This design comes from an exercise in tuning for small area on the open sky130 flow, not from production work.
RTL that was checked went through simulation tests only; none was proved equivalent to the original.
The RTL of run 7 was laid out without a check of its function.
No activity file was given, so power comes from the tool's default toggle rates.

[flow/design.v]
module uart_rx (
    input        clk,
    input        rst_n,
    input        rx,
    input  [2:0] sel,        
    output       wbit,
    output       valid,      
    output       shift_en    
);
    localparam [3:0] STOP  = 4'b0000,
                     VALID = 4'b0001,   
                     IDLE  = 4'b0011,
                     START = 4'b0111;   
    reg [3:0] ph;
    reg       ta;
    reg [2:0] tb;
    reg [4:0] tc;
    reg [7:0] rx_shift;
    wire idle  = ~ph[3] & ~ph[2] & ph[0];    
    wire start = ~ph[3] & ph[2];
    wire stop  = ~ph[3] & ~ph[0] & ~ph[2];
    wire term  = ta & (&tb) & (&tc);
    assign valid    = (ph == VALID);
    assign shift_en = ph[3] & term;
    assign wbit     = rx_shift[sel];
    always @(posedge clk or negedge rst_n) begin
        if (!rst_n)
            ph <= IDLE;
        else if (idle)
            ph <= rx ? IDLE : START;
        else if (term) begin
            if (start)
                ph <= rx ? IDLE : ph + 4'd1;
            else if (stop)
                ph <= rx ? VALID : IDLE;
            else
                ph <= ph + 4'd1;
        end
    end
    always @(posedge clk) begin
        if (idle) begin
            ta <= 1'b0;
            tb <= 3'b111;
            tc <= 5'b11111;
        end else begin
            ta <= ~ta;
            tb <= {tb[1:0], tb[2] ^ tb[1]};
            tc <= {tc[3:0], tc[4] ^ tc[2]};
        end
        if (shift_en)
            rx_shift <= {rx, rx_shift[7:1]};
    end
endmodule
module uart_tx (
    input        clk,
    input        rst_n,
    input        start,      
    input        cap,        
    input        din,
    output [2:0] bsel,
    output reg   frame,
    output reg   tx
);
    reg       ta;
    reg [2:0] tb;
    reg [4:0] tc;
    reg [3:0] ph;            
    reg       nb;
    wire tick = frame & ta & (&tb) & (&tc);
    assign bsel = ph[2:0];
    always @(posedge clk) begin
        if (!frame) begin
            ta <= 1'b0;
            tb <= 3'b011;
            tc <= 5'b01111;
            ph <= 4'd15;
        end else begin
            ta <= ~ta;
            tb <= {tb[1:0], tb[2] ^ tb[1]};
            tc <= {tc[3:0], tc[4] ^ tc[2]};
            if (tick)
                ph <= ph + 4'd1;
        end
        if (cap)
            nb <= din;
    end
    always @(posedge clk or negedge rst_n) begin
        if (!rst_n) begin
            frame <= 1'b0;
            tx    <= 1'b1;
        end else begin
            if (start)
                frame <= 1'b1;
            else if (tick && ph == 4'd9)
                frame <= 1'b0;
            if (tick)
                tx <= ph[3] ? ~ph[2] : nb;
        end
    end
endmodule
module uart_string_loopback (
    input  wire clk,
    input  wire rst_n,
    input  wire rx,
    output wire tx
);
reg  [255:0] ring;
reg  [7:0]   cnt;
reg  [4:0]   write_ptr;
reg  [4:0]   read_ptr;
reg          acc;            
wire       wbit, valid, shift_en, frame;
wire [2:0] bsel;
function [4:0] nxt(input [4:0] p);
    nxt = {p[3:0], p[4] ^ p[2] ^ (p[3:0] == 4'd0)};
endfunction
wire [4:0] wp_next = nxt(write_ptr);
wire full   = wp_next == read_ptr;
wire empty  = write_ptr == read_ptr;
wire start  = ~frame & ~empty;
wire wen    = acc & (cnt[7:3] == write_ptr);
wire din    = wen ? wbit : ring[255];
wire cap    = cnt == {read_ptr, bsel};
uart_rx uart_rx_inst (
    .clk(clk),
    .rst_n(rst_n),
    .rx(rx),
    .sel(cnt[2:0]),
    .wbit(wbit),
    .valid(valid),
    .shift_en(shift_en)
);
uart_tx uart_tx_inst (
    .clk(clk),
    .rst_n(rst_n),
    .start(start),
    .cap(cap),
    .din(din),
    .bsel(bsel),
    .frame(frame),
    .tx(tx)
);
always @(posedge clk) begin
    ring <= {ring[254:0], din};
    cnt  <= {cnt[6:0], cnt[7] ^ cnt[5] ^ cnt[4] ^ cnt[3] ^ (cnt[6:0] == 7'd0)};
    if (valid && !full)
        acc <= 1'b1;
    else if (shift_en)
        acc <= 1'b0;
end
always @(posedge clk or negedge rst_n) begin
    if (!rst_n) begin
        write_ptr <= 5'd0;
        read_ptr  <= 5'd0;
    end else begin
        if (valid && !full)
            write_ptr <= wp_next;
        if (start)
            read_ptr <= nxt(read_ptr);
    end
end
endmodule
[flow/flow/run.sh]
#!/bin/bash
# Own layout flow: the standard synthesis, its logic remapped for area (the
# flip-flops untouched), then the standard layout of that netlist. Each tool
# writes its own log here.
set -euo pipefail
W=$PWD
F=$W/flow
LIB=$FLOW_HOME/platforms/sky130hd/lib/sky130_fd_sc_hd__tt_025C_1v80.lib
R=orfs/results/$FLOW_PLATFORM/uart_string_loopback/base

bash standard.sh synth > log_synth.log 2>&1
cp $R/1_2_yosys.v std_synth.v

# remap, then prove the remapped netlist equal to the standard one; keep the
# standard netlist if either step fails
python3 $F/mkmap.py $LIB std_synth.v std_map.v > log_mkmap.log 2>&1
NET=$W/std_synth.v
if RS_LIB=$LIB RS_IN=std_synth.v RS_TOP=$FLOW_TOP RS_MAP=std_map.v RS_ABC=$F/area.abc \
     RS_OUT=resynth.v yosys -c $F/resynth.tcl > log_resynth.log 2>&1 \
   && python3 $F/mkmap.py $LIB resynth.v resynth_map.v > log_mkmap2.log 2>&1 \
   && RS_LIB=$LIB RS_IN=std_synth.v RS_OUT=resynth.v RS_TOP=$FLOW_TOP RS_MAP=std_map.v \
     RS_MAP2=resynth_map.v RS_FFMAP=$F/ffmap.v yosys -c $F/equiv.tcl > log_equiv.log 2>&1; then
  NET=$W/resynth.v
fi
echo "netlist: $NET"

mv orfs orfs_std
ARGS=("SYNTH_NETLIST_FILES=$NET")
if [[ -f $F/cts_args ]]; then
  ARGS+=("CTS_ARGS=$(cat $F/cts_args)")
fi
bash standard.sh "${ARGS[@]}" finish > log_layout.log 2>&1
test -f out/final.def
[flow/flow/area.abc]
strash
&get -n
&st
&deepsyn -T 20
&nf -a -R 1000
&put
topo
dnsize
[flow/flow/equiv.tcl]
# Prove the remapped netlist does what the standard one does. Both netlists are
# turned into plain logic and flip-flops, which pair by name.
yosys -import
set lib $::env(RS_LIB)
foreach {net map name} [list $::env(RS_IN) $::env(RS_MAP) gold $::env(RS_OUT) $::env(RS_MAP2) gate] {
  yosys design -reset
  read_verilog $net
  read_verilog $map
  read_verilog $::env(RS_FFMAP)
  hierarchy -top $::env(RS_TOP)
  flatten
  yosys proc
  async2sync
  opt_clean
  yosys rename -hide w:_*
  yosys rename $::env(RS_TOP) $name
  yosys design -stash $name
}
yosys design -reset
yosys design -copy-from gold -as gold gold
yosys design -copy-from gate -as gate gate
equiv_make gold gate equiv
hierarchy -top equiv
equiv_simple -seq 2
equiv_induct
equiv_status -assert
[flow/flow/ffmap.v]
module sky130_fd_sc_hd__dfxtp_1 (CLK, D, Q);
  input CLK, D; output reg Q;
  always @(posedge CLK) Q <= D;
endmodule
module sky130_fd_sc_hd__edfxtp_1 (CLK, D, DE, Q);
  input CLK, D, DE; output reg Q;
  always @(posedge CLK) if (DE) Q <= D;
endmodule
module sky130_fd_sc_hd__dfrtp_1 (CLK, D, RESET_B, Q);
  input CLK, D, RESET_B; output reg Q;
  always @(posedge CLK or negedge RESET_B) if (!RESET_B) Q <= 1'b0; else Q <= D;
endmodule
module sky130_fd_sc_hd__dfstp_2 (CLK, D, SET_B, Q);
  input CLK, D, SET_B; output reg Q;
  always @(posedge CLK or negedge SET_B) if (!SET_B) Q <= 1'b1; else Q <= D;
endmodule
[flow/flow/mkmap.py]
#!/usr/bin/env python3
"""Write a Yosys techmap file that turns each combinational standard cell used in a
netlist into plain logic (its Liberty function), so ABC can map that logic again.
usage: mkmap.py LIB NETLIST OUT"""
import re, sys

lib, netlist, out = sys.argv[1:4]
used = set(re.findall(r'^\s*(sky130_fd_sc_hd__\w+)\s', open(netlist).read(), re.M))

text = open(lib).read()
cells = {}
for m in re.finditer(r'\n\s*cell\s*\(\s*"?(\w+)"?\s*\)\s*\{', text):
    name = m.group(1)
    # find the matching brace
    i = m.end(); depth = 1
    while depth:
        c = text[i]
        if c == '{': depth += 1
        elif c == '}': depth -= 1
        i += 1
    cells[name] = text[m.end():i]

def conv(f):
    f = f.replace('!', '~')
    # liberty allows space as AND between operands; sky130 uses explicit &
    return f

lines = []
for name in sorted(used):
    body = cells.get(name)
    if body is None or re.search(r'\b(ff|latch|statetable)\s*\(', body):
        continue
    pins = []
    for pm in re.finditer(r'\n\s*pin\s*\(\s*"?(\w+)"?\s*\)\s*\{', body):
        j = pm.end(); depth = 1
        while depth:
            c = body[j]
            if c == '{': depth += 1
            elif c == '}': depth -= 1
            j += 1
        pb = body[pm.end():j]
        d = re.search(r'direction\s*:\s*"?(\w+)"?', pb)
        f = re.search(r'\bfunction\s*:\s*"([^"]*)"', pb)
        pins.append((pm.group(1), d.group(1) if d else None, f.group(1) if f else None))
    outs = [p for p in pins if p[1] == 'output']
    if not outs or any(p[2] is None for p in outs):
        continue
    ins = [p for p in pins if p[1] == 'input']
    ports = [p[0] for p in ins] + [p[0] for p in outs]
    lines.append(f'module {name} ({", ".join(ports)});')
    for p in ins:
        lines.append(f'  input {p[0]};')
    for p in outs:
        lines.append(f'  output {p[0]};')
        lines.append(f'  assign {p[0]} = {conv(p[2])};')
    lines.append('endmodule')
open(out, 'w').write('\n'.join(lines) + '\n')
[flow/flow/resynth.tcl]
# Map the standard synthesis's logic again, for area. The flip-flops stay as
# they are, with their names and cell types; only the cells between them are
# turned back into plain logic (mkmap.py's map) and mapped again by ABC.
yosys -import
set lib $::env(RS_LIB)
read_liberty -lib $lib
read_verilog $::env(RS_IN)
hierarchy -top $::env(RS_TOP)
techmap -map $::env(RS_MAP)
techmap
opt -purge
abc -liberty $lib -dont_use *lpflow* -dont_use *probe* -script $::env(RS_ABC)
opt_clean -purge
hilomap -singleton -hicell sky130_fd_sc_hd__conb_1 HI -locell sky130_fd_sc_hd__conb_1 LO
splitnets
opt_clean -purge
insbuf -buf sky130_fd_sc_hd__buf_1 A X
stat -liberty $lib
write_verilog -noattr -noexpr -nohex -nodec $::env(RS_OUT)
[flow/standard.sh]
#!/bin/bash
# synth_recipe.tcl (not shown) runs the flow's synth.tcl, then flattens the netlist and writes it again
# the make line also repeats each setting of config.mk as NAME=value (left out here)
make -C /OpenROAD-flow-scripts/flow DESIGN_CONFIG=/design/flow/config.mk WORK_HOME=/design/flow/orfs CLKGATE_MAP_FILE= SYNTH_SCRIPT=/design/flow/synth_recipe.tcl "${@:-finish}"
[flow/config.mk]
export PLATFORM = sky130hd
export DESIGN_NAME = uart_string_loopback
export DESIGN_NICKNAME = uart_string_loopback
export VERILOG_FILES = /design/flow/design.v
export SDC_FILE = /design/flow/constraint.sdc
export NUM_CORES = 4
export LEC_CHECK = 0
export CAP_MARGIN = 20
export CORE_MARGIN = 2
export CORE_UTILIZATION = 60
export CTS_BUF_LIST = sky130_fd_sc_hd__clkbuf_4
export CTS_CLUSTER_DIAMETER = 40
export CTS_CLUSTER_SIZE = 12
export SLEW_MARGIN = 20
[flow/constraint.sdc]
create_clock -name core_clock -period 20.0 [get_ports {clk}]
set_input_delay 4.0000 -clock core_clock [delete_from_list [all_inputs] [get_ports {clk}]]
set_output_delay 4.0000 -clock core_clock [all_outputs]
set_load 0.01 [all_outputs]
==> results of run 1 <==
registers in the layout, indices dropped and copies added (netlist names), 3 cells and up:
signal	flops
ring	256
uart_rx_inst.ph	4
uart_tx_inst.tc	5
read_ptr	5
uart_tx_inst.tb	3
uart_rx_inst.tc	5
cnt	8
uart_rx_inst.rx_shift	8
uart_tx_inst.ph	4
uart_rx_inst.tb	3
write_ptr	5
layout by cell type (no fill, tap or decap), types with 2 or more instances in the layout:
cell type          n
dfxtp_1          287
clkbuf_4          35
nand2_1           20
clkinv_1          18
xnor2_1           18
o21ai_0           14
nand2b_1          13
dfrtp_1           13
nor2_1            10
edfxtp_1           9
o22ai_1            7
a21oi_1            7
nor3_1             5
nand4_1            5
and2_0             4
a31oi_1            3
xor2_1             3
mux2_1             3
nand3_1            3
nor4_1             3
clkdlybuf4s50_1    3
dfstp_2            3
o21a_1             2
a21o_1             2
clkinv_2           2
layout make-up:
type	instances	area (µm²)
sequential	312	6420
fill	892	4099
multi-input combinational	135	842.1
clock buffer	35	262.8
tap	147	183.9
clock inverter	8	67.56
inverter	15	56.30
timing repair buffer	3	30.03
power groups by stage:
stage	clock, mW	sequential [mW]	combinational, mW
6_report	0.266	0.624	0.00138
5_1_grt	0.309	0.625	0.00154
4_1_cts	0.281	0.625	0.00142
3_5_place_dp	0	0.639	0.00142
3_3_place_gp	0	0.639	0.00138
2_1_floorplan	0	0.639	0.000287
metal layers:
layer	share of wire	up-vias	routed length (µm)
li1	-	1582	-
met1	0.53	1441	4287
met2	0.41	42	3379
met3	0.040	18	328
met4	0.020	0	163
met5	0	-	0
stage by stage:
stage	util	total power, mW
global placement	0.6297	0.6399
finish	0.6573	0.8923
floorplan	-	0.6388
CTS	0.6573	0.9071
detailed placement	0.6297	0.6400
global route	0.6573	0.9358
how the worst min path moves through the flow:
| stage | startpoint | depth (start not counted) | endpoint | slack, ns |
|---|---|---|---|---|
| 6_report | ring[38] | 0 | ring[39] | 0.32 |
| 5_1_grt | ring[118] | 0 | ring[119] | 0.33 |
| 4_1_cts | ring[253] | 0 | ring[254] | 0.33 |
| 3_5_place_dp | ring[52] | 0 | ring[53] | 0.31 |
| 3_3_place_gp | ring[253] | 0 | ring[254] | 0.31 |
| 2_1_floorplan | ring[99] | 0 | ring[100] | 0.31 |
==> run notes, run 1 <==
WL final just over 8000 µm; Buf/Inv on CP 1; GR Util met1 0.2060; met2 Usage GRT 0.1925; critical path startpoint uart_tx_inst.tx; H-tree depth 1; fraction of layout cells with a size suffix above 1 0.08661; initial drt markers 148; via count around 3100; Initial Util 0.6118; Core Area about 12000 µm²; Worst path depth 1; Max stage delay cell, worst path dfstp_2; first-pass GRT wire length about 15000 µm; Final Skew 0.02514 ns; Area growth syn-to-layout 7.437%; largest net degree at the start of global routing 17; outcome complete, no violations; Worst EP arrival roughly 1.7 ns; placer congestion estimate 0.8096; clock power share 0.299; num rows 40; Tcrit/Tclk final 0.2842; busiest grt layer met1; post-DP HPWL 4587 µm; worst-path cell chain clkdlybuf4s50_1; FF-to-FF End acc; Startpoint Class flop; Place WS approximately 15 ns; worst hold path type reg2reg; reg2reg setup slack roughly 18 ns; worst slew pin tran between 0.8 and 0.9 ns; Die Area between 10000 and 15000 µm²; average wire per standard cell 12.46 µm; mapped cell area between 7000 and 8000 µm²; Tot GR Track Use 0.1387; die width between 100 and 150 µm; Reg2Reg Depth 6; DP Area around 7500 µm²; final number of setup-violating endpoints 0; CP Capture Type primary output; RSZ-0062 raised after global routing false; RR Startpoint write_ptr[3]; Setup CP Type reg2out; Clk Latency, worst-skew pair 0.65 ns; worst endpoint required time 16.00 ns; CTS tree yes; Layout Cells excl Fill ~660; CTS Buffer Depth 3; drc violations 0; post-route cell area a little under 8000 µm²; total negative slack 0 ns; clock sink total between 300 and 400; placed cells slightly above 600; Die Ht roughly 110 µm; IO Port Bufs 3; antenna violations before repair 0; Sw Share 0.1922; diode count 0; share of total power in combinational logic 0.002; Pins Over Slew Limit 0; crit-path max FO 2; Period minus WS final roughly 5.7 ns; PD cells between 100 and 150 nW/µm²; FMAX 175.9 MHz; number of buffers created by CTS 31; met3 global-route usage 0.04129; Post-CTS Resized 0; sequential share of power 0.700; clock-pin slew on the worst setup and hold paths 0.12 ns; Final ANT Viol Nets 0; Psw 0.1715 mW; synthesized area per cell 15.84 µm²; Vias per Instance ~4.7; vias in the first global route 3142; delay-heaviest family, CP flip-flops; Final Hold Viols 0; post-synth net total between 400 and 500; post-CTS setup buffer count 0; critical path's largest stage delay around 0.54 ns; GR Overflow Total 0; cell internal pwr between 0.7 and 0.8 mW; post-synthesis cell count ~460; Layout Nets between 500 and 600; max-cap viol count 0; worst setup margin 14.32 ns; Root Buffer clkbuf_4; worst vdd ir roughly 0.000068 V; Hold Buf Count CTS 0; Leak Pwr around 3.1 nW; hold_ws between 0.3 and 0.4 ns; io pins 4; drt pass-1 iters 6; Slew HR 0.3968; CP endpoint tx; Ys Warns 0
==> run 2, diff against run 1 <==
==> flow/flow/cts_args (new file) <==
-sink_clustering_enable -repair_clock_nets -dont_use_dummy_load -buf_list sky130_fd_sc_hd__clkbuf_8 -sink_clustering_size 24 -sink_clustering_max_diameter 50
--- a/flow/config.mk
+++ b/flow/config.mk
@@ -9,6 +9,3 @@
 export CORE_MARGIN = 2
 export CORE_UTILIZATION = 60
-export CTS_BUF_LIST = sky130_fd_sc_hd__clkbuf_4
-export CTS_CLUSTER_DIAMETER = 40
-export CTS_CLUSTER_SIZE = 12
 export SLEW_MARGIN = 20
==> run 2 against run 1 <==
Compared with the run above:
- synthesized area is the same
- via count shrank 2.8%
- critical path depth is the same
==> run notes, run 2 <==
Worst path depth 1 (unchanged); cell internal pwr 0.7068 mW (was 0.7208 mW); Leak Pwr 3.030 nW (was 3.092 nW); Tot Pwr 0.8643 mW (was 0.8923 mW); Final ANT Viol Nets 0 (unchanged); Core Area 11960 µm² (unchanged); IO Port Bufs 3 (unchanged); Initial Util 0.6118 (unchanged); delay-heaviest family, CP flip-flops (unchanged); io pins 4 (unchanged); first-pass GRT wire length 14050 µm (was 14710 µm); synthesized area per cell 15.84 µm² (unchanged); most frequent cells in the layout dfxtp_1 (287), nand2_1 (20), xnor2_1 (18), clkbuf_8 (18), clkinv_1 (15) (was dfxtp_1 (287), clkbuf_4 (35), nand2_1 (20)); Final Skew 0.08655 ns (was 0.02514 ns); Max stage delay cell, worst path dfstp_2 (unchanged); post-synth net total 465 (unchanged); clock-pin slew on the worst setup and hold paths 0.12 ns (about the same); Tcrit/Tclk final 0.2775 (was 0.2842); fraction of layout cells with a size suffix above 1 0.04555 (was 0.08661); Die Ht 114.4 µm (unchanged); Layout Nets 488 (was 501); outcome complete, no violations (unchanged); Clk Latency, worst-skew pair 0.52 ns (was 0.65 ns); die width 114.4 µm (unchanged); worst endpoint required time 16.00 ns (about the same); mapped cell area 7318 µm² (unchanged); via count 2996 (was 3083); crit-path max FO 2 (unchanged); fillers 892 (unchanged); total negative slack 0 ns (unchanged); critical path's largest stage delay 0.55 ns (was 0.54 ns); vias in the first global route 2978 (was 3142); RSZ-0062 raised after global routing false (unchanged); CP endpoint tx (unchanged); max reg flops 256 (unchanged); Setup CP Type reg2out (unchanged); Period minus WS final 5.550 ns (was 5.684 ns); Slew HR 0.3997 (was 0.3968); post-synthesis cell count 462 (unchanged); FF-to-FF End acc (unchanged); worst vdd ir 0.00007762 V (was 0.00006802 V); critical path startpoint uart_tx_inst.tx (unchanged); initial drt markers 135 (was 148); placer congestion estimate 0.8096 (unchanged); Buf/Inv on CP 1 (unchanged); num rows 40 (unchanged); RR Startpoint write_ptr[1] (was write_ptr[3]); Tot GR Track Use 0.1323 (was 0.1387); antenna violations before repair 0 (unchanged); worst-path cell chain clkdlybuf4s50_1 (unchanged); drt pass-1 iters 4 (was 6); H-tree depth 1 (unchanged); clock power share 0.276 (was 0.299); largest net degree at the start of global routing 25 (was 17); clock sink total 312 (unchanged); GR Overflow Total 0 (unchanged); reg2reg setup slack 17.78 ns (was 17.82 ns); worst hold path type reg2reg (unchanged); Psw 0.1575 mW (was 0.1715 mW); CTS Buffer Depth 3 (unchanged); post-DP HPWL 4587 µm (unchanged); FMAX 180.2 MHz (was 175.9 MHz); Startpoint Class flop (unchanged); commonest non-fill, non-tap cell in the layout dfxtp_1 (unchanged); final number of setup-violating endpoints 0 (unchanged); drc violations 0 (unchanged); sequential share of power 0.723 (was 0.700); Final Hold Viols 0 (unchanged); Root Buffer clkbuf_8 (was clkbuf_4); CP Capture Type primary output (unchanged); average wire per standard cell 12.69 µm (was 12.46 µm); share of total power in combinational logic 0.002 (about the same); post-CTS setup buffer count 0 (unchanged); Hold Buf Count CTS 0 (unchanged); Reg2Reg Depth 6 (unchanged); Die Area 13100 µm² (unchanged); top flop regs ring (256), cnt (8), uart_rx_inst.rx_shift (8) (unchanged); Ys Warns 0 (unchanged); Area growth syn-to-layout 6.309% (was 7.437%); largest register by flop count ring (unchanged); max-cap viol count 0 (unchanged); WL final 7993 µm (was 8160 µm); Sw Share 0.1822 (was 0.1922); PD cells 111.1 nW/µm² (was 113.5 nW/µm²); diode count 0 (unchanged); Post-CTS Resized 0 (unchanged); Worst EP arrival 1.55 ns (was 1.68 ns); CTS tree yes (unchanged); Pins Over Slew Limit 0 (unchanged); number of buffers created by CTS 18 (was 31); worst slew pin tran 0.8910 ns (was 0.8954 ns); Vias per Instance 4.756 (was 4.707)
-- run 2: changes by cell type in the layout (fill, tap and decap cells not counted), sizes merged --
cell	before	now
clkbuf	35	18
clkinv	21	15
bufinv	1	0
clkinvlp	1	0
-- run 2: layer usage --
| layer | GRT usage | wire, µm |
|---|---|---|
| met2 | 0.1890 | 3271 |
| met4 | 0.04959 | 241 |
| met1 | 0.1991 | 4269 |
| met3 | 0.02965 | 210 |
| met5 | 0 | 0 |
-- run 2: worst reg2reg max path, stage by stage (launching register included) --
cell	delay [ns]
dfrtp_1	0.48
clkinv_1	0.15
a31oi_1	0.22
xnor2_1	0.19
xnor2_1	0.09
o21ai_0	0.71
o21ai_0	0.18
-- run 2: power by group through the flow --
stage	Clock (mW)	Sequential (mW)	Combinational (mW)
2_1_floorplan	0	0.639	0.000287
3_3_place_gp	0	0.639	0.00138
6_report	0.238	0.625	0.00138
4_1_cts	0.251	0.625	0.00142
3_5_place_dp	0	0.639	0.00142
5_1_grt	0.273	0.625	0.00154
-- run 2: how the worst min path moves through the flow --
stage / cells after the start / slack, ns / startpoint / endpoint
after floorplan: 0 / 0.31 / ring[99] / ring[100]
after global placement: 0 / 0.31 / ring[253] / ring[254]
after detailed placement: 0 / 0.31 / ring[52] / ring[53]
after CTS: 0 / 0.26 / ring[183] / ring[184]
after global routing: 0 / 0.26 / ring[183] / ring[184]
final: 0 / 0.26 / ring[183] / ring[184]
-- run 2: per-stage QoR --
stage	util	instance area (µm²)	hold WS [ns]	setup slack, ns	cells
after floorplan	-	7318	0.3096	15.47	462
after global routing	0.6504	7780	0.2587	14.39	630
after global placement	0.6297	7532	0.3120	14.92	612
after CTS	0.6504	7780	0.2551	14.42	630
after detailed placement	0.6297	7532	0.3121	14.87	612
final	0.6504	7780	0.2595	14.45	630
-- run 2: cell type report --
type | instances | area [µm²] | share of cell area
inverters | 15 | 56.30 | 0.007237
multi-input cells | 135 | 842.1 | 0.1082
clock buffers | 18 | 247.7 | 0.03184
well taps | 147 | 183.9 | 0.02364
flip-flops and latches | 312 | 6420 | 0.8252
repair buffers | 3 | 30.03 | 0.003860
==> run 3, diff against run 2 <==
==> flow/flow/cts_args (replaced) <==
-sink_clustering_enable -repair_clock_nets -dont_use_dummy_load -buf_list sky130_fd_sc_hd__clkbuf_8 -sink_clustering_size 20 -sink_clustering_max_diameter 40
==> run 3 against run 2 <==
Compared with the run above:
- first-iteration DRC count increased by 3.0%
- critical path type unchanged
- sequential share of layout area decreased by 1.2 points
- die area unchanged
- maximum frequency decreased by 0.33%
- largest power group unchanged
- synthesized cell count unchanged
- power increased by 5.0%
- largest cell class unchanged
- highest routed layer unchanged
- utilization increased by 0.92 points
==> run notes, run 3 <==
worst endpoint required time 16.00 ns (about the same); Period minus WS final 5.568 ns (was 5.550 ns); outcome complete, no violations (unchanged); via count 3032 (was 2996); post-synthesis cell count 462 (unchanged); Root Buffer clkbuf_8 (unchanged); largest register by flop count ring (unchanged); Initial Util 0.6118 (unchanged); Slew HR 0.3972 (was 0.3997); Hold Buf Count CTS 0 (unchanged); multi-input logic area 842.1 µm² (unchanged); H-tree depth 1 (unchanged); largest net degree at the start of global routing 21 (was 25); register area 6420 µm² (unchanged); post-DP HPWL 4587 µm (unchanged); CTS Buffer Depth 3 (unchanged); total negative slack 0 ns (unchanged); IO Port Bufs 3 (unchanged); worst hold path type reg2reg (unchanged); initial drt markers 139 (was 135); Ys Warns 0 (unchanged); post-synth net total 465 (unchanged); sequential share of power 0.688 (was 0.723); critical path's largest stage delay 0.54 ns (was 0.55 ns); Startpoint Class flop (unchanged); most frequent cells in the layout dfxtp_1 (287), clkbuf_8 (26), nand2_1 (20) (was dfxtp_1 (287), nand2_1 (20), xnor2_1 (18), clkbuf_8 (18), clkinv_1 (15)); die width 114.4 µm (unchanged); worst vdd ir 0.00009104 V (was 0.00007762 V); drt pass-1 iters 4 (unchanged); Post-CTS Resized 0 (unchanged); worst-path cell chain clkdlybuf4s50_1 (unchanged); Pins Over Slew Limit 0 (unchanged); Tcrit/Tclk final 0.2784 (was 0.2775); GR Overflow Total 0 (unchanged); Max stage delay cell, worst path dfstp_2 (unchanged); CP Capture Type primary output (unchanged); Psw 0.1670 mW (was 0.1575 mW); Leak Pwr 3.087 nW (was 3.030 nW); diode count 0 (unchanged); crit-path max FO 2 (unchanged); final number of setup-violating endpoints 0 (unchanged); Die Area 13100 µm² (unchanged); max-cap viol count 0 (unchanged); average wire per standard cell 12.78 µm (was 12.69 µm); Core Util, Final 0.6596 (was 0.6504); synthesized area per cell 15.84 µm² (unchanged); Vias per Instance 4.752 (was 4.756); RSZ-0062 raised after global routing false (unchanged); CTS tree yes (unchanged); Final ANT Viol Nets 0 (unchanged); WL final 8152 µm (was 7993 µm); Core Area 11960 µm² (unchanged); top flop regs ring (256), cnt (8), uart_rx_inst.rx_shift (8) (unchanged); commonest non-fill, non-tap cell in the layout dfxtp_1 (unchanged); fraction of layout cells with a size suffix above 1 0.06110 (was 0.04555); FMAX 179.6 MHz (was 180.2 MHz); Clk Latency, worst-skew pair 0.50 ns (was 0.52 ns); Tot GR Track Use 0.1348 (was 0.1323); Place WS 14.87 ns (unchanged); clock sink total 312 (unchanged); clock power share 0.311 (was 0.276); vias in the first global route 3067 (was 2978); drc violations 0 (unchanged); delay-heaviest family, CP flip-flops (unchanged); Worst EP arrival 1.57 ns (was 1.55 ns); placer congestion estimate 0.8096 (unchanged); Final Hold Viols 0 (unchanged); max reg flops 256 (unchanged); Sw Share 0.1840 (was 0.1822); num rows 40 (unchanged); Layout Nets 496 (was 488); cell internal pwr 0.7407 mW (was 0.7068 mW); fillers 886 (was 892); mapped cell area 7318 µm² (unchanged); PD cells 115.0 nW/µm² (was 111.1 nW/µm²); Area growth syn-to-layout 7.813% (was 6.309%); share of total power in combinational logic 0.002 (about the same); worst setup margin 14.43 ns (was 14.45 ns); io pins 4 (unchanged); Final Skew 0.04318 ns (was 0.08655 ns); first-pass GRT wire length 14390 µm (was 14050 µm); post-CTS setup buffer count 0 (unchanged); Setup CP Type reg2out (unchanged); Die Ht 114.4 µm (unchanged); antenna violations before repair 0 (unchanged); number of buffers created by CTS 26 (was 18); clock-pin slew on the worst setup and hold paths 0.11 ns (was 0.12 ns); Buf/Inv on CP 1 (unchanged); worst slew pin tran 0.8947 ns (was 0.8910 ns)
## run 3: cell count changes in the layout (fill, tap and decap cells not counted)
cell,delta
clkbuf_8,+8
## run 3: routing by layer
metal | vias to the layer above | global-route usage | wire length, µm
met2 | 35 | 0.1893 | 3271
met4 | 0 | 0.04797 | 218
met3 | 19 | 0.03335 | 286
met1 | 1422 | 0.2045 | 4377
li1 | 1556 | - | -
met5 | - | 0 | 0
## run 3: power by group through the flow
| stage | combinational [mW] | sequential, mW | clock (mW) |
|---|---|---|---|
| finish | 0.00138 | 0.624 | 0.282 |
| global route | 0.00154 | 0.624 | 0.318 |
| floorplan | 0.000287 | 0.639 | 0 |
| global placement | 0.00138 | 0.639 | 0 |
| CTS | 0.00142 | 0.624 | 0.294 |
| detailed placement | 0.00142 | 0.639 | 0 |
## run 3: worst paths after layout
| check | from | end | slack [ns] | cells past startpoint |
|---|---|---|---|---|
| setup / recovery | uart_tx_inst.tx | tx | 14.43 | 1 |
| hold / removal | ring[168] | ring[169] | 0.30 | 0 |
| setup reg to reg | write_ptr[1] | acc | 17.83 | 6 |
| hold reg to reg | ring[168] | ring[169] | 0.30 | 0 |
| max in group asynchronous | rst_n | read_ptr[4] | 15.58 | 1 |
| min in group asynchronous | rst_n | read_ptr[3] | 3.92 | 1 |
## run 3: final cells by class
class	count	area share
sequential	312	0.8137
multi-input combinational	135	0.1067
clock buffer	26	0.04535
tap	147	0.02331
inverter	15	0.007136
timing repair buffer	3	0.003806
## run 3: through the flow
step	cell area, µm²	power (mW)	hold slack (ns)	instances
final	7890	0.9076	0.3002	638
after global routing	7890	0.9441	0.2880	638
after CTS	7890	0.9194	0.2875	638
after detailed placement	7532	0.6400	0.3121	612
after global placement	7532	0.6399	0.3120	612
after floorplan	7318	0.6388	0.3096	462
==> run 4, diff against run 3 <==
==> flow/flow/cts_args (replaced) <==
-sink_clustering_enable -repair_clock_nets -dont_use_dummy_load -buf_list sky130_fd_sc_hd__clkbuf_16 -sink_clustering_size 40 -sink_clustering_max_diameter 50
==> run 4 against run 3 <==
Compared with the run above:
- maximum frequency up 0.92%
- clock power up 13%
- clock skew up 0.015 ns
- cell count down 1.4%
- utilization up 0.56 points
- worst setup slack better by 0.051 ns
- non-clock buffer count unchanged
- power up 4.2%
- critical path depth unchanged
- routed wire length up 0.76%
- still clean on timing, DRC and antenna
- clock-buffer cell count down 9
==> run notes, run 4 <==
outcome complete, no violations (unchanged); mapped cell area 7318 µm² (unchanged); diode count 0 (unchanged); Final Skew 0.05783 ns (was 0.04318 ns); Leak Pwr 3.110 nW (was 3.087 nW); io pins 4 (unchanged); worst endpoint required time 16.00 ns (about the same); Worst EP arrival 1.52 ns (was 1.57 ns); Tcrit/Tclk final 0.2759 (was 0.2784); Pins Over Slew Limit 0 (unchanged); vias in the first global route 2983 (was 3067); Slew HR 0.3996 (was 0.3972); crit-path max FO 2 (unchanged); Hold Buf Count CTS 0 (unchanged); largest register by flop count ring (unchanged); delay-heaviest family, CP flip-flops (unchanged); max reg flops 256 (unchanged); WL final 8214 µm (was 8152 µm); critical path's largest stage delay 0.54 ns (about the same); H-tree depth 1 (unchanged); via count 3000 (was 3032); CTS tree yes (unchanged); IO Port Bufs 3 (unchanged); placer congestion estimate 0.8096 (unchanged); most frequent cells in the layout dfxtp_1 (287), nand2_1 (20), xnor2_1 (18) (was dfxtp_1 (287), clkbuf_8 (26), nand2_1 (20)); Final Hold Viols 0 (unchanged); num rows 40 (unchanged); Initial Util 0.6118 (unchanged); initial drt markers 137 (was 139); Root Buffer clkbuf_16 (was clkbuf_8); clock sink total 312 (unchanged); placed cells 612 (unchanged); max-cap viol count 0 (unchanged); first-pass GRT wire length 14380 µm (was 14390 µm); Ys Warns 0 (unchanged); CTS Buffer Depth 3 (unchanged); Layout Nets 487 (was 496); RSZ-0062 raised after global routing false (unchanged); post-CTS setup buffer count 0 (unchanged); Area growth syn-to-layout 8.737% (was 7.813%); worst-path cell chain clkdlybuf4s50_1 (unchanged); number of buffers created by CTS 17 (was 26); synthesized area per cell 15.84 µm² (unchanged); Die Ht 114.4 µm (unchanged); Layout Cells excl Fill 629 (was 638); final number of setup-violating endpoints 0 (unchanged); total negative slack 0 ns (unchanged); Die Area 13100 µm² (unchanged); top flop regs ring (256), cnt (8), uart_rx_inst.rx_shift (8) (unchanged); Final ANT Viol Nets 0 (unchanged); Startpoint Class flop (unchanged); Tot GR Track Use 0.1364 (was 0.1348); Max stage delay cell, worst path dfstp_2 (unchanged); FMAX 181.2 MHz (was 179.6 MHz); worst hold path type reg2reg (unchanged); drt pass-1 iters 4 (unchanged); commonest non-fill, non-tap cell in the layout dfxtp_1 (unchanged); worst vdd ir 0.00008414 V (was 0.00009104 V); post-synthesis cell count 462 (unchanged); clock-pin slew on the worst setup and hold paths 0.11 ns (about the same); Clk Latency, worst-skew pair 0.48 ns (was 0.50 ns); average wire per standard cell 13.06 µm (was 12.78 µm); post-DP HPWL 4587 µm (unchanged); CP Capture Type primary output (unchanged); PD cells 118.9 nW/µm² (was 115.0 nW/µm²); die width 114.4 µm (unchanged); Vias per Instance 4.769 (was 4.752); Period minus WS final 5.518 ns (was 5.568 ns); Setup CP Type reg2out (unchanged); drc violations 0 (unchanged); Buf/Inv on CP 1 (unchanged); Core Area 11960 µm² (unchanged); Tot Pwr 0.9458 mW (was 0.9076 mW); worst slew pin tran 0.8913 ns (was 0.8947 ns); largest net degree at the start of global routing 36 (was 21); antenna violations before repair 0 (unchanged); GR Overflow Total 0 (unchanged); Post-CTS Resized 0 (unchanged); fillers 867 (was 886); fraction of layout cells with a size suffix above 1 0.04357 (was 0.06110); post-synth net total 465 (unchanged)
==> run 4: cell count changes in the layout (fill, tap and decap cells not counted), sizes merged <==
cell,previous run,this run
clkbuf,26,17
==> run 4: area by class of cell <==
class	instances	area (µm²)	area share
clock buffer	17	425.4	0.05346
inverter	15	56.30	0.007075
tap	147	183.9	0.02311
multi-input combinational	135	842.1	0.1058
sequential	312	6420	0.8068
timing repair buffer	3	30.03	0.003774
==> run 4: layer usage <==
layer  vias to the layer above  track usage  share of wire
met5                         -            0              0
met4                         0      0.04878          0.031
met3                        17      0.02965          0.027
met2                        26       0.1913           0.41
met1                      1419       0.2098           0.54
li1                       1538            -              -
==> run 4: power by group <==
group | leakage (nW) | switching [mW] | internal [mW]
Combinational | 0.297 | 0.000820 | 0.000553
Sequential | 2.60 | 0.000204 | 0.624
Clock | 0.209 | 0.168 | 0.152
==> run 4: per-stage QoR <==
stage,setup slack (ns),utilization,instance area (µm²),hold WS [ns]
6_report,14.48,0.6653,7958,0.3032
3_5_place_dp,14.87,0.6297,7532,0.3121
2_1_floorplan,15.47,-,7318,0.3096
3_3_place_gp,14.92,0.6297,7532,0.3120
5_1_grt,14.43,0.6653,7958,0.3056
4_1_cts,14.47,0.6653,7958,0.3062
==> run 4: final timing paths <==
path / from / end / slack (ns) / depth (start not counted)
max: uart_tx_inst.tx / tx / 14.48 / 1
min reg2reg: ring[20] / ring[21] / 0.30 / 0
max reg2reg: write_ptr[3] / acc / 17.79 / 6
max in group asynchronous: rst_n / write_ptr[2] / 15.57 / 1
min: ring[20] / ring[21] / 0.30 / 0
min in group asynchronous: rst_n / write_ptr[1] / 3.95 / 1
==> run 5, diff against run 4 <==
==> flow/flow/cts_args (replaced) <==
-sink_clustering_enable -repair_clock_nets -dont_use_dummy_load -buf_list sky130_fd_sc_hd__clkbuf_2 -sink_clustering_size 6 -sink_clustering_max_diameter 30
==> run 5 against run 4 <==
Compared with the run above:
- sequential share of layout area rose by 1.4 points
- via count rose by 7.9%
- power down 6.9%
- synthesized area is the same
- clock skew grew 0.010 ns
- hold slack worse by 0.022 ns
- critical path type unchanged
- largest cell class unchanged
==> run notes, run 5 <==
Vias per Instance 4.831 (was 4.769); Worst EP arrival 1.79 ns (was 1.52 ns); initial drt markers 108 (was 137); Buf/Inv on CP 1 (unchanged); Leak Pwr 3.141 nW (was 3.110 nW); Setup CP Type reg2out (unchanged); Initial Util 0.6118 (unchanged); number of buffers created by CTS 58 (was 17); commonest non-fill, non-tap cell in the layout dfxtp_1 (unchanged); diode count 0 (unchanged); Worst path depth 1 (unchanged); Startpoint Class flop (unchanged); worst hold path type reg2reg (unchanged); Reg2Reg Depth 6 (unchanged); io pins 4 (unchanged); fraction of layout cells with a size suffix above 1 0.1185 (was 0.04357); reg2reg setup slack 17.83 ns (was 17.79 ns); vias in the first global route 3389 (was 2983); outcome complete, no violations (unchanged); delay-heaviest family, CP flip-flops (unchanged); crit-path max FO 2 (unchanged); max reg flops 256 (unchanged); clock power share 0.289 (was 0.339); CTS tree yes (unchanged); clock sink total 312 (unchanged); Final Hold Viols 0 (unchanged); Psw 0.1807 mW (was 0.1694 mW); post-synthesis cell count 462 (unchanged); critical path's largest stage delay 0.54 ns (about the same); via count 3237 (was 3000); WL final 8540 µm (was 8214 µm); sequential share of power 0.709 (was 0.660); antenna violations before repair 0 (unchanged); first-pass GRT wire length 15200 µm (was 14380 µm); Slew HR 0.4000 (was 0.3996); IO Port Bufs 3 (unchanged); post-CTS setup buffer count 0 (unchanged); placer congestion estimate 0.8096 (unchanged); Core Util, Final 0.6540 (was 0.6653); Die Area 13100 µm² (unchanged); most frequent cells in the layout dfxtp_1 (287), clkbuf_2 (58), nand2_1 (20) (was dfxtp_1 (287), nand2_1 (20), xnor2_1 (18)); average wire per standard cell 12.75 µm (was 13.06 µm); cell internal pwr 0.6998 mW (was 0.7765 mW); post-DP HPWL 4587 µm (unchanged); worst slew pin tran 0.8905 ns (was 0.8913 ns); Tot GR Track Use 0.1477 (was 0.1364); Final ANT Viol Nets 0 (unchanged); largest net degree at the start of global routing 17 (was 36); total negative slack 0 ns (unchanged); max-cap viol count 0 (unchanged); Period minus WS final 5.795 ns (was 5.518 ns); Clk Latency, worst-skew pair 0.79 ns (was 0.48 ns); mapped cell area 7318 µm² (unchanged); H-tree depth 2 (was 1); Ys Warns 0 (unchanged); Tcrit/Tclk final 0.2897 (was 0.2759); worst vdd ir 0.00006875 V (was 0.00008414 V); Max stage delay cell, worst path dfstp_2 (unchanged); drc violations 0 (unchanged); worst-path cell chain clkdlybuf4s50_1 (unchanged); FF-to-FF End acc (unchanged); PD cells 112.6 nW/µm² (was 118.9 nW/µm²); CP endpoint tx (unchanged); Core Area 11960 µm² (unchanged); num rows 40 (unchanged); Area growth syn-to-layout 6.890% (was 8.737%); CP Capture Type primary output (unchanged); post-synth net total 465 (unchanged); Hold Buf Count CTS 0 (unchanged); Tot Pwr 0.8805 mW (was 0.9458 mW); largest register by flop count ring (unchanged); RSZ-0062 raised after global routing false (unchanged); GR Overflow Total 0 (unchanged); top flop regs ring (256), cnt (8), uart_rx_inst.rx_shift (8) (unchanged); die width 114.4 µm (unchanged); Sw Share 0.2053 (was 0.1791); Post-CTS Resized 0 (unchanged); worst endpoint required time 16.00 ns (about the same); Pins Over Slew Limit 0 (unchanged); fillers 899 (was 867); drt pass-1 iters 4 (unchanged); Root Buffer clkbuf_2 (was clkbuf_16); synthesized area per cell 15.84 µm² (unchanged); final number of setup-violating endpoints 0 (unchanged); Die Ht 114.4 µm (unchanged); worst hold start ring[134] (was ring[20]); CTS Buffer Depth 3 (unchanged); FMAX 172.6 MHz (was 181.2 MHz); RR Startpoint write_ptr[3] (unchanged); clock-pin slew on the worst setup and hold paths 0.10 ns (was 0.11 ns); Final Skew 0.06798 ns (was 0.05783 ns); critical path startpoint uart_tx_inst.tx (unchanged); share of total power in combinational logic 0.002 (was 0.001); Layout Nets 528 (was 487)
run 5: layer usage:
layer  GRT usage  wire (µm)  up-vias
met5           0          0        -
met4      0.1089        357        0
met3     0.04817        350       39
met2      0.1945       3446       58
met1      0.2032       4387     1505
li1            -          -     1635
run 5: power groups by stage:
stage | Clock, mW | Combinational [mW] | Sequential [mW]
after floorplan | 0 | 0.000287 | 0.639
after global placement | 0 | 0.00138 | 0.639
after detailed placement | 0 | 0.00142 | 0.639
after CTS | 0.272 | 0.00142 | 0.624
after global routing | 0.300 | 0.00154 | 0.625
final | 0.255 | 0.00139 | 0.624
run 5: layout make-up:
class | count | area (µm²) | area share
inverter | 15 | 56.30 | 0.007198
multi-input combinational | 135 | 842.1 | 0.1076
timing repair buffer | 3 | 30.03 | 0.003839
clock buffer | 58 | 290.3 | 0.03711
sequential | 312 | 6420 | 0.8207
tap | 147 | 183.9 | 0.02351
run 5: stage by stage:
| stage | cells | area (µm²) | hold WS, ns | worst slack [ns] |
|---|---|---|---|---|
| after CTS | 670 | 7823 | 0.2438 | 14.12 |
| after floorplan | 462 | 7318 | 0.3096 | 15.47 |
| final | 670 | 7823 | 0.2809 | 14.21 |
| after global routing | 670 | 7823 | 0.2651 | 14.09 |
| after detailed placement | 612 | 7532 | 0.3121 | 14.87 |
| after global placement | 612 | 7532 | 0.3120 | 14.92 |
run 5: worst min-delay path by stage:
stage	endpoint	cells past startpoint
2_1_floorplan	ring[100]	0
3_3_place_gp	ring[254]	0
3_5_place_dp	ring[53]	0
4_1_cts	ring[3]	0
5_1_grt	ring[7]	0
6_report	ring[135]	0
==> run 6, diff against run 5 <==
==> flow/flow/cts_args (replaced) <==
-sink_clustering_enable -repair_clock_nets -dont_use_dummy_load -buf_list sky130_fd_sc_hd__clkbuf_4 -sink_clustering_size 12 -sink_clustering_max_diameter 40
==> run 6 against run 5 <==
Compared with the run above:
- routed wire length shrank 4.2%
- cell count shrank 4.0%
- via count shrank 5.2%
- still clean on timing, DRC and antenna
- power shrank 2.4%
- highest routed layer unchanged
- first-iteration DRC count shrank 2.8%
- critical path type unchanged
- maximum frequency grew 2.6%
==> run notes, run 6 <==
WL final 8183 µm (was 8540 µm); max-cap viol count 0 (unchanged); synthesized area per cell 15.84 µm² (unchanged); fraction of layout cells with a size suffix above 1 0.07056 (was 0.1185); share of total power in combinational logic 0.002 (about the same); CTS tree yes (unchanged); max reg flops 256 (unchanged); GR Overflow Total 0 (unchanged); clock sink total 312 (unchanged); largest net degree at the start of global routing 17 (unchanged); commonest non-fill, non-tap cell in the layout dfxtp_1 (unchanged); via count 3069 (was 3237); Die Ht 114.4 µm (unchanged); largest register by flop count ring (unchanged); Pins Over Slew Limit 0 (unchanged); Area growth syn-to-layout 6.104% (was 6.890%); Reg2Reg Depth 6 (unchanged); worst slew pin tran 0.8940 ns (was 0.8905 ns); hold_ws 0.3067 ns (was 0.2809 ns); FMAX 177.0 MHz (was 172.6 MHz); CP Capture Type primary output (unchanged); Psw 0.1632 mW (was 0.1807 mW); Final ANT Viol Nets 0 (unchanged); Period minus WS final 5.649 ns (was 5.795 ns); most frequent cells in the layout dfxtp_1 (287), clkbuf_4 (31), nand2_1 (20) (was dfxtp_1 (287), clkbuf_2 (58), nand2_1 (20)); io pins 4 (unchanged); initial drt markers 105 (was 108); sequential share of power 0.727 (was 0.709); worst endpoint required time 16.00 ns (about the same); Clk Latency, worst-skew pair 0.63 ns (was 0.79 ns); Tot Pwr 0.8592 mW (was 0.8805 mW); total negative slack 0 ns (unchanged); Startpoint Class flop (unchanged); worst setup margin 14.35 ns (was 14.21 ns); Layout Nets 501 (was 528); RSZ-0062 raised after global routing false (unchanged); diode count 0 (unchanged); worst hold path type reg2reg (unchanged); delay-heaviest family, CP flip-flops (unchanged); worst-path cell chain clkdlybuf4s50_1 (unchanged); Tcrit/Tclk final 0.2825 (was 0.2897); placer congestion estimate 0.8096 (unchanged); Core Area 11960 µm² (unchanged); hold path cells 0 (unchanged); Leak Pwr 3.043 nW (was 3.141 nW); Max stage delay cell, worst path dfstp_2 (unchanged); Final Hold Viols 0 (unchanged); final number of setup-violating endpoints 0 (unchanged); Tot GR Track Use 0.1384 (was 0.1477); DP Area 7532 µm² (unchanged); cell internal pwr 0.6960 mW (was 0.6998 mW); CTS Buffer Depth 3 (unchanged); average wire per standard cell 12.73 µm (was 12.75 µm); Worst path depth 1 (unchanged); num rows 40 (unchanged); antenna violations before repair 0 (unchanged); die width 114.4 µm (unchanged); post-route cell area 7765 µm² (was 7823 µm²); Vias per Instance 4.773 (was 4.831); Hold Buf Count CTS 0 (unchanged); outcome complete, no violations (unchanged); post-synth net total 465 (unchanged); Worst EP arrival 1.65 ns (was 1.79 ns); Post-CTS Resized 0 (unchanged); H-tree depth 1 (was 2); Place WS 14.87 ns (unchanged); IO Port Bufs 3 (unchanged); Slew HR 0.3977 (was 0.4000); mapped cell area 7318 µm² (unchanged); Sw Share 0.1899 (was 0.2053); reg2reg setup slack 17.83 ns (about the same); post-DP HPWL 4587 µm (unchanged); Final Skew 0.03331 ns (was 0.06798 ns); worst vdd ir 0.00007190 V (was 0.00006875 V); top flop regs ring (256), cnt (8), uart_rx_inst.rx_shift (8) (unchanged); crit-path max FO 2 (unchanged); vias in the first global route 3123 (was 3389); drt pass-1 iters 4 (unchanged); Ys Warns 0 (unchanged); clock power share 0.272 (was 0.289); Initial Util 0.6118 (unchanged); drc violations 0 (unchanged); Root Buffer clkbuf_4 (was clkbuf_2); number of buffers created by CTS 31 (was 58); post-CTS setup buffer count 0 (unchanged); first-pass GRT wire length 14630 µm (was 15200 µm); Die Area 13100 µm² (unchanged); post-synthesis cell count 462 (unchanged); critical path's largest stage delay 0.53 ns (was 0.54 ns); Buf/Inv on CP 1 (unchanged); clock-pin slew on the worst setup and hold paths 0.11 ns (was 0.10 ns); PD cells 110.7 nW/µm² (was 112.6 nW/µm²); Setup CP Type reg2out (unchanged)
[run 6: metal layers]
layer | vias to the layer above | share of wire | track usage
li1 | 1575 | - | -
met1 | 1427 | 0.52 | 0.2050
met2 | 45 | 0.41 | 0.1921
met3 | 22 | 0.039 | 0.04341
met4 | 0 | 0.028 | 0.05122
met5 | - | 0 | 0
[run 6: final timing paths]
check,start,to
worst min register to register,ring[253],ring[254]
min in group asynchronous,rst_n,read_ptr[0]
max in group asynchronous,rst_n,read_ptr[4]
worst max-delay path,uart_tx_inst.tx,tx
worst min-delay path,ring[253],ring[254]
worst max register to register,write_ptr[1],acc
[run 6: cell type report]
cell class,instances,area [µm²]
clock buffers,31,232.7
fillers,905,4197
inverters,15,56.30
multi-input cells,135,842.1
flip-flops and latches,312,6420
well taps,147,183.9
repair buffers,3,30.03
[run 6: power by group through the flow]
stage,Sequential (mW),Clock [mW],Combinational (mW)
4_1_cts,0.625,0.247,0.00142
5_1_grt,0.625,0.274,0.00154
2_1_floorplan,0.639,0,0.000287
6_report,0.624,0.233,0.00138
3_5_place_dp,0.639,0,0.00142
3_3_place_gp,0.639,0,0.00138
[run 6: worst register-to-register path: cells and delay by family (launching register included)]
| kind | cells | cell delay (ns) |
|---|---|---|
| AOI/OAI and AO/OA | 3 | 1.12 |
| DFF | 1 | 0.49 |
| xor gates and xnor gates | 2 | 0.28 |
| buffers and inverters | 1 | 0.15 |
[run 6: metrics by stage]
stage            util  std cells
2_1_floorplan       -        462
3_3_place_gp   0.6297        612
3_5_place_dp   0.6297        612
4_1_cts        0.6492        643
5_1_grt        0.6492        643
6_report       0.6492        643
==> run 7, diff against run 6 <==
--- a/flow/design.v
+++ b/flow/design.v
@@ -113,5 +113,5 @@
 wire [2:0] bsel;
 function [4:0] nxt(input [4:0] p);
-    nxt = {p[3:0], p[4] ^ p[2] ^ (p[3:0] == 4'd0)};
+    nxt = p + 5'd1;
 endfunction
 wire [4:0] wp_next = nxt(write_ptr);
--- a/flow/flow/run.sh
+++ b/flow/flow/run.sh
@@ -30,4 +30,9 @@
   ARGS+=("CTS_ARGS=$(cat $F/cts_args)")
 fi
+if [[ -f $F/make_args ]]; then
+  while IFS= read -r line; do
+    [[ -n $line ]] && ARGS+=("$line")
+  done < $F/make_args
+fi
 bash standard.sh "${ARGS[@]}" finish > log_layout.log 2>&1
 test -f out/final.def
==> flow/flow/make_args (new file) <==
BUFFER_PORTS_ARGS=-buffer_cell sky130_fd_sc_hd__buf_1
==> run 7 against run 6 <==
Compared with the run above:
- power is 0.93% higher
- sequential power about the same
- cell count rose by 0.47%
- sequential cell count stayed put
- clock skew up 0.013 ns
- sequential share of layout area about the same
- die area barely moved
- critical path type unchanged
- critical endpoint unchanged
- highest routed layer unchanged
==> run notes, run 7 <==
Setup CP Type reg2out (unchanged); IO Port Bufs 3 (unchanged); first-pass GRT wire length 14420 µm (was 14630 µm); Period minus WS final 5.193 ns (was 5.649 ns); Final ANT Viol Nets 0 (unchanged); Vias per Instance 4.816 (was 4.773); hold_ws 0.2693 ns (was 0.3067 ns); commonest non-fill, non-tap cell in the layout dfxtp_1 (unchanged); hold path cells 0 (unchanged); Area growth syn-to-layout 6.159% (was 6.104%); io pins 4 (unchanged); reg2reg setup slack 17.54 ns (was 17.83 ns); vias in the first global route 3101 (was 3123); FMAX 192.6 MHz (was 177.0 MHz); largest register by flop count ring (unchanged); GR Overflow Total 0 (unchanged); top flop regs ring (256), cnt (8), uart_rx_inst.rx_shift (8) (unchanged); fraction of layout cells with a size suffix above 1 0.07415 (was 0.07056); H-tree depth 2 (was 1); Slew HR 0.4384 (was 0.3977); crit-path max FO 2 (unchanged); post-synthesis cell count 462 (unchanged); final number of setup-violating endpoints 0 (unchanged); Startpoint Class flop (unchanged); diode count 0 (unchanged); worst hold start ring[163] (was ring[253]); die width 114.4 µm (about the same); via count 3111 (was 3069); placer congestion estimate 0.7527 (was 0.8096); worst hold path type reg2reg (unchanged); most frequent cells in the layout dfxtp_1 (287), clkbuf_4 (34), nor2_1 (18), xnor2_1 (18), nand2_1 (16) (was dfxtp_1 (287), clkbuf_4 (31), nand2_1 (20)); Place WS 15.25 ns (was 14.87 ns); PD cells 111.7 nW/µm² (was 110.7 nW/µm²); Tcrit/Tclk final 0.2596 (was 0.2825); num rows 40 (unchanged); Layout Cells excl Fill 646 (was 643); Hold Path Sink ring[164] (was ring[254]); Die Ht 114.4 µm (about the same); post-CTS setup buffer count 0 (unchanged); Ys Warns 0 (unchanged); worst slew pin tran 0.8424 ns (was 0.8940 ns); outcome complete, no violations (unchanged); post-synth net total 465 (unchanged); Post-CTS Resized 0 (unchanged); Final Hold Viols 0 (unchanged); number of buffers created by CTS 34 (was 31); RSZ-0062 raised after global routing false (unchanged); DP Area 7508 µm² (was 7532 µm²); CTS Buffer Depth 3 (unchanged); Reg2Reg Depth 10 (was 6); Leak Pwr 3.020 nW (was 3.043 nW); synthesized area per cell 15.83 µm² (was 15.84 µm²); delay-heaviest family, CP flip-flops (unchanged); Layout Nets 504 (was 501); Pins Over Slew Limit 0 (unchanged); placed cells 612 (unchanged); post-DP HPWL 4518 µm (was 4587 µm); max-cap viol count 0 (unchanged); worst endpoint required time 16.00 ns (about the same); Buf/Inv on CP 1 (unchanged); fillers 876 (was 905); Tot GR Track Use 0.1378 (was 0.1384); WL final 8162 µm (was 8183 µm); clock sink total 312 (unchanged); drc violations 0 (unchanged); mapped cell area 7313 µm² (was 7318 µm²); CTS tree yes (unchanged); Root Buffer clkbuf_4 (unchanged); Core Area 11960 µm² (unchanged); CP Capture Type primary output (unchanged); RR Startpoint read_ptr[4] (was write_ptr[1]); Clk Latency, worst-skew pair 0.55 ns (was 0.63 ns); initial drt markers 156 (was 105); Die Area 13090 µm² (was 13100 µm²); Hold Buf Count CTS 0 (unchanged); average wire per standard cell 12.63 µm (was 12.73 µm); drt pass-1 iters 4 (unchanged); worst vdd ir 0.00007598 V (was 0.00007190 V); clock-pin slew on the worst setup and hold paths 0.10 ns (was 0.11 ns); worst-path cell chain buf_1 (was clkdlybuf4s50_1); total negative slack 0 ns (unchanged); FF-to-FF End write_ptr[4] (was acc); Initial Util 0.6114 (was 0.6118); max reg flops 256 (unchanged); Final Skew 0.04674 ns (was 0.03331 ns); post-route cell area 7764 µm² (was 7765 µm²); Worst EP arrival 1.19 ns (was 1.65 ns); largest net degree at the start of global routing 18 (was 17); antenna violations before repair 0 (unchanged); critical path's largest stage delay 0.53 ns (about the same); worst setup margin 14.81 ns (was 14.35 ns); Max stage delay cell, worst path dfstp_2 (unchanged)
run 7: changes by cell type in the layout (fill, tap and decap cells not counted), moves of 4 or more:
cell | before | now
nor2_1 | 10 | 18
nand3_1 | 3 | 9
nand2b_1 | 13 | 8
or2_0 | 1 | 6
nand2_1 | 20 | 16
run 7: layout make-up:
| cell class | count | area [µm²] | share of cell area |
|---|---|---|---|
| Sequential cell | 312 | 6420 | 0.8269 |
| Tap cell | 147 | 183.9 | 0.02369 |
| Multi-Input combinational cell | 138 | 848.3 | 0.1093 |
| Clock buffer | 34 | 255.2 | 0.03288 |
| Timing Repair Buffer | 3 | 11.26 | 0.001450 |
| Inverter | 12 | 45.04 | 0.005802 |
run 7: worst max path at each step:
| stage | from | to | slack [ns] | cells past startpoint |
|---|---|---|---|---|
| after floorplan | rx | uart_rx_inst.ph[0] | 15.47 | 4 |
| after global placement | rx | uart_rx_inst.ph[0] | 15.31 | 5 |
| after detailed placement | rx | uart_rx_inst.ph[0] | 15.25 | 5 |
| after CTS | uart_tx_inst.tx | tx | 14.76 | 1 |
| after global routing | uart_tx_inst.tx | tx | 14.73 | 1 |
| final | uart_tx_inst.tx | tx | 14.81 | 1 |
run 7: where the power goes:
group | switching (mW) | internal, mW
clock | 0.162 | 0.0792
sequential | 0.000535 | 0.624
combinational | 0.000955 | 0.000502
total | 0.163 | 0.704
run 7: through the flow:
step / utilization / total power, mW
after global placement: 0.6277 / 0.6405
after global routing: 0.6491 / 0.9074
after floorplan: - / 0.6395
after CTS: 0.6491 / 0.8814
after detailed placement: 0.6277 / 0.6406
final: 0.6491 / 0.8673
run 7: routing by layer:
| metal | vias up | GRT usage | routed length [µm] | part of all wire |
|---|---|---|---|---|
| met5 | - | 0 | 0 | 0 |
| met1 | 1463 | 0.2099 | 4447 | 0.54 |
| met4 | 0 | 0.05854 | 137 | 0.017 |
| li1 | 1586 | - | - | - |
| met3 | 11 | 0.04606 | 420 | 0.051 |
| met2 | 51 | 0.1795 | 3157 | 0.39 |

[separate check: timing with driven ports]
The flow's constraints put no driver on any port. The routed layouts listed below were extracted and timed again, unchanged, in two steps.
Step 1 assumes that a clkbuf_16 drives the clock port and a buf_2 every other input.
Step 2 also shifts input and output timing later by t, the mid clock arrival at the registers, as if the neighbouring blocks saw the same clock.
Slacks: ideal ports / drivers / drivers and shift; pairs: ideal ports / drivers.
| run | t, ns | setup slack, ns | clock arrival spread, ns | slew at the worst register clock pin (ns) | worst slew at a driven data input, ns |
|---|---|---|---|---|---|
| run 1 | 0.663 | 14.316 / 14.284 / 14.865 | 0.032 / 0.032 | 0.12 / 0.12 | 0.03 |
| run 2 | 0.508 | 14.450 / 14.417 / 14.840 | 0.089 / 0.089 | 0.12 / 0.12 | 0.03 |
| run 3 | 0.528 | 14.432 / 14.398 / 14.849 | 0.069 / 0.069 | 0.11 / 0.11 | 0.03 |
| run 4 | 0.501 | 14.482 / 14.444 / 14.834 | 0.081 / 0.082 | 0.11 / 0.11 | 0.03 |
| run 5 | 0.783 | 14.205 / 14.174 / 14.832 | 0.072 / 0.073 | 0.11 / 0.11 | 0.03 |
| run 6 | 0.647 | 14.351 / 14.319 / 14.865 | 0.047 / 0.047 | 0.12 / 0.12 | 0.03 |
| run 7 | 0.565 | 14.807 / 14.776 / 15.237 | 0.061 / 0.060 | 0.11 / 0.11 | 0.03 |
After both steps every run listed still meets setup and hold.
